Source: an optimization exercise on an open RTL-to-GDS flow (aim: small area and a short achievable clock period). Production flows keep margins and buffers that such runs may drop.
At most, simulation tests tie the RTL to the original design; equivalence was not proved.

==> trial 41: inputs <==
==> flow/design.v <==
module sigma_delta_dac_3rdorder(
  input clk,
  input reset_n,
  input [15:0] d,
  output reg q
);
reg  [21:0] a;
reg  [23:0] l;
reg  [23:0] f;
wire        s = f[23];
wire [21:0] a_in = { {5{~s}}, d[15], ~d[15], d[14:0] };
wire [21:0] a_nx = a + a_in;
wire [23:0] o2 = { {2{a[21]}}, a };
wire [23:0] o3 = { {5{~s}}, s, {8{~s}}, ~f[22:13] };
wire [23:0] x  = l ^ o2 ^ o3;
wire [23:0] y  = { (l[22:0] & o2[22:0]) | (l[22:0] & o3[22:0]) | (o2[22:0] & o3[22:0]), 1'b1 };
wire [24:0] l_sum = {1'b0, x} + {1'b0, y};
wire [23:0] fc = { f[23:19] + {~s, ~s, ~s, ~s, 1'b1}, f[18:0] };
wire [23:0] xs = { 1'b0, x[23:1] };
wire [23:0] ys = { 1'b0, y[23:1] };
wire [23:0] s1 = fc ^ xs ^ ys;
wire [23:0] c1 = (fc & xs) | (fc & ys) | (xs & ys);
wire [23:0] t  = s1 + { c1[22:0], x[0] };
wire [23:0] f_nx = { t[23] ^ l_sum[23] ^ l_sum[24], t[22:0] };
always @(negedge reset_n or posedge clk)
  if (!reset_n) begin
    a <= 22'd0;
    l <= 24'd0;
    f <= 24'd0;
    q <= 1'b0;
  end else begin
    a <= a_nx;
    l <= l_sum[23:0];
    f <= f_nx;
    q <= ~s;
  end
endmodule
==> flow/run.sh <==
#!/bin/bash
# synth_recipe.tcl (not shown) runs the flow's synth.tcl, then flattens the netlist and writes it again
# the make line also repeats each setting of config.mk as NAME=value (left out here)
make -C /OpenROAD-flow-scripts/flow DESIGN_CONFIG=/design/flow/config.mk WORK_HOME=/design/flow/orfs CLKGATE_MAP_FILE= SYNTH_SCRIPT=/design/flow/synth_recipe.tcl finish
==> flow/config.mk <==
export PLATFORM = sky130hd
export DESIGN_NAME = sigma_delta_dac_3rdorder
export DESIGN_NICKNAME = sigma_delta_dac_3rdorder
export VERILOG_FILES = /design/flow/design.v
export SDC_FILE = /design/flow/constraint.sdc
export NUM_CORES = 4
export LEC_CHECK = 0
export CAP_MARGIN = 20
export CORE_MARGIN = 2
export CORE_UTILIZATION = 40
export SLEW_MARGIN = 20
==> flow/constraint.sdc <==
create_clock -name core_clock -period 7.0 [get_ports {clk}]
set_input_delay 1.4000 -clock core_clock [delete_from_list [all_inputs] [get_ports {clk}]]
set_output_delay 1.4000 -clock core_clock [all_outputs]
set_load 0.01 [all_outputs]
==> trial 49: changes against trial 41 <==
Settings changed: SETUP_SLACK_MARGIN set to 4.0.
==> trial 39: changes against trial 41 <==
==> flow/design.v, changed modules only <==
module sigma_delta_dac_3rdorder(
  input clk,
  input reset_n,
  input [15:0] d, 
  output reg q
);
wire clk_ena=1'b1;
wire [23:0] w_data_in_p0;
wire [23:0] w_data_err_p0;
wire [23:0] w_data_int_p0;
reg  [23:0] r_data_fwd_p1;
assign w_data_in_p0  = { {5{!d[15]}}, d[14:0],4'b0 };
assign w_data_err_p0 = w_data_in_p0 - w_data_qt_p2;
assign w_data_int_p0 = { {3{w_data_err_p0[23]}}, w_data_err_p0[22:2] }  
                     + r_data_fwd_p1;
always @(negedge reset_n or posedge clk)
  if (!reset_n)
    r_data_fwd_p1 <= 24'd0;
  else if (clk_ena)
    r_data_fwd_p1 <= w_data_int_p0;
wire [23:0] w_data_fb1_p1;
wire [23:0] w_data_fb2_p1;
wire [23:0] w_data_lpf_p1;
reg  [23:0] r_data_lpf_p2;
assign w_data_fb1_p1 = { {3{r_data_fwd_p1[23]}}, r_data_fwd_p1[22:2] }  
                     - { {3{w_data_qt_p2[23]}},  w_data_qt_p2[22:2] };  
assign w_data_fb2_p1 = w_data_fb1_p1
                     - { {14{r_data_fwd_p2[23]}}, r_data_fwd_p2[22:13] };  
assign w_data_lpf_p1 = w_data_fb2_p1 + r_data_lpf_p2;
always @(negedge reset_n or posedge clk)
  if (!reset_n)
    r_data_lpf_p2 <= 24'd0;
  else if (clk_ena)
    r_data_lpf_p2 <= w_data_lpf_p1;
wire [23:0] w_data_fb3_p1;
wire [23:0] w_data_int_p1;
reg  [23:0] r_data_fwd_p2;
assign w_data_fb3_p1 = { {2{w_data_lpf_p1[23]}}, w_data_lpf_p1[22:1] }  
                     - { {2{w_data_qt_p2[23]}},  w_data_qt_p2[22:1] };  
assign w_data_int_p1 = w_data_fb3_p1 + r_data_fwd_p2;
always @(negedge reset_n or posedge clk)
  if (!reset_n)
    r_data_fwd_p2 <= 24'd0;
  else if (clk_ena)
    r_data_fwd_p2 <= w_data_int_p1;
wire [23:0] w_data_qt_p2;
assign w_data_qt_p2 = (r_data_fwd_p2[23]) ? 24'hF00000 : 24'h100000;
always @(negedge reset_n or posedge clk)
  if (!reset_n)
    q <= 1'b0;
  else if (clk_ena)
    q <= ~r_data_fwd_p2[23];
endmodule
==> run summary <==
post-route fraction of the period consumed by the critical path 73.60%; Cells after DPL 1059; Cell variety after synth 64; result of the run no timing/DRC/antenna violations; tapcell count 229; worst-path maximum fanout 5; number of logic stages on the critical path including buffering 20; RSZ-0062 raised after global routing false; routability-driven placement congestion ratio 0.8975; Slew Limit Headroom 59.69%; met3 usage in global routing 3.429%; Max stage delay cell, worst path fa_1; Global Route met2 Usage 29.42%; detail-routed via count per cell 5.159
[end of results for trial 39]
==> run summary <==
Global Route met2 Usage 33.71%; critical path, cell by cell inv_2, fa_1, inv_2, fa_1, inv_2, ha_4, inv_2, fa_2, nor2b_2, o21ai_2, a21boi_2, o211ai_1, a21boi_2, o311ai_2, or4b_4, o311ai_2; Cell variety after synth 57; sequential share of cell area 20.23%; CP Data Arrival Time 4.02 ns; RSZ-0062 raised after global routing true; combined global-route utilization of all metal layers 19.95%; Cells after DPL 913; Max stage delay cell, worst path fa_1; worst-path maximum fanout 2; post-route fraction of the period consumed by the critical path 54.08%; tapcell count 216; detail-routed via count per cell 5.355; met3 usage in global routing 3.048%; routability-driven placement congestion ratio 0.8534; result of the run no timing/DRC/antenna violations; combined area of the multi-input logic cells 5202 um^2
[end of results for trial 49]
==> run summary <==
routability-driven placement congestion ratio 0.8814; tapcell count 216; Cell variety after synth 57; number of buffers created by CTS 9; Global Route met2 Usage 28.48%; required time of the critical path 7.21 ns; Max stage delay cell, worst path dfrtp_1; result of the run no timing/DRC/antenna violations; cell taking the most area after synthesis dfrtp_1; clk root buf clkbuf_16; Slew Limit Headroom 37.40%; most area-consuming cells after synthesis dfrtp_1 27%, fa_1 15%, ha_1 14%; number of logic stages on the critical path including buffering 12; RSZ-0062 raised after global routing false; Cells after DPL 913; met3 usage in global routing 2.122%; post-route fraction of the period consumed by the critical path 60.90%
[end of results for trial 41]
Only the layout flow was run in trial 41 and trial 49; the RTL was not checked for function there.

[static timing again, ports no longer ideal]
The flow's constraints put no driver on any port. The routed layouts listed below were extracted and timed again, unchanged, in two steps.
Step 1, drivers: a clkbuf_16 drives clk and a buf_2 each remaining input, both assumed.
Step 2, shift: input delay + t, output delay - t, t = (earliest + latest rising clock arrival at the registers) / 2. This alone moves slack from input paths to output paths.
Three values: no drivers, after step 1, after step 2; two values: the first two.
| run | t (ns) | slack for setup (ns) | worst hold slack (ns) | latest minus earliest clock arrival (ns) | pins driven straight from the clock port |
|---|---|---|---|---|---|
| trial 41 | 0.371 | 2.737 / 2.737 / 2.602 | 0.503 / 0.503 / 0.503 | 0.007 / 0.007 | 1 |
| trial 49 | 0.383 | 3.214 / 3.214 / 3.214 | 0.554 / 0.554 / 0.554 | 0.008 / 0.008 | 1 |
| trial 39 | 0.380 | 1.848 / 1.848 / 1.848 | 0.481 / 0.481 / 0.481 | 0.007 / 0.006 | 1 |
After both steps every run listed still meets setup and hold. For trial 41, which loses most, drivers alone change the setup slack by 0.000 ns; drivers and shift together by -0.135 ns.
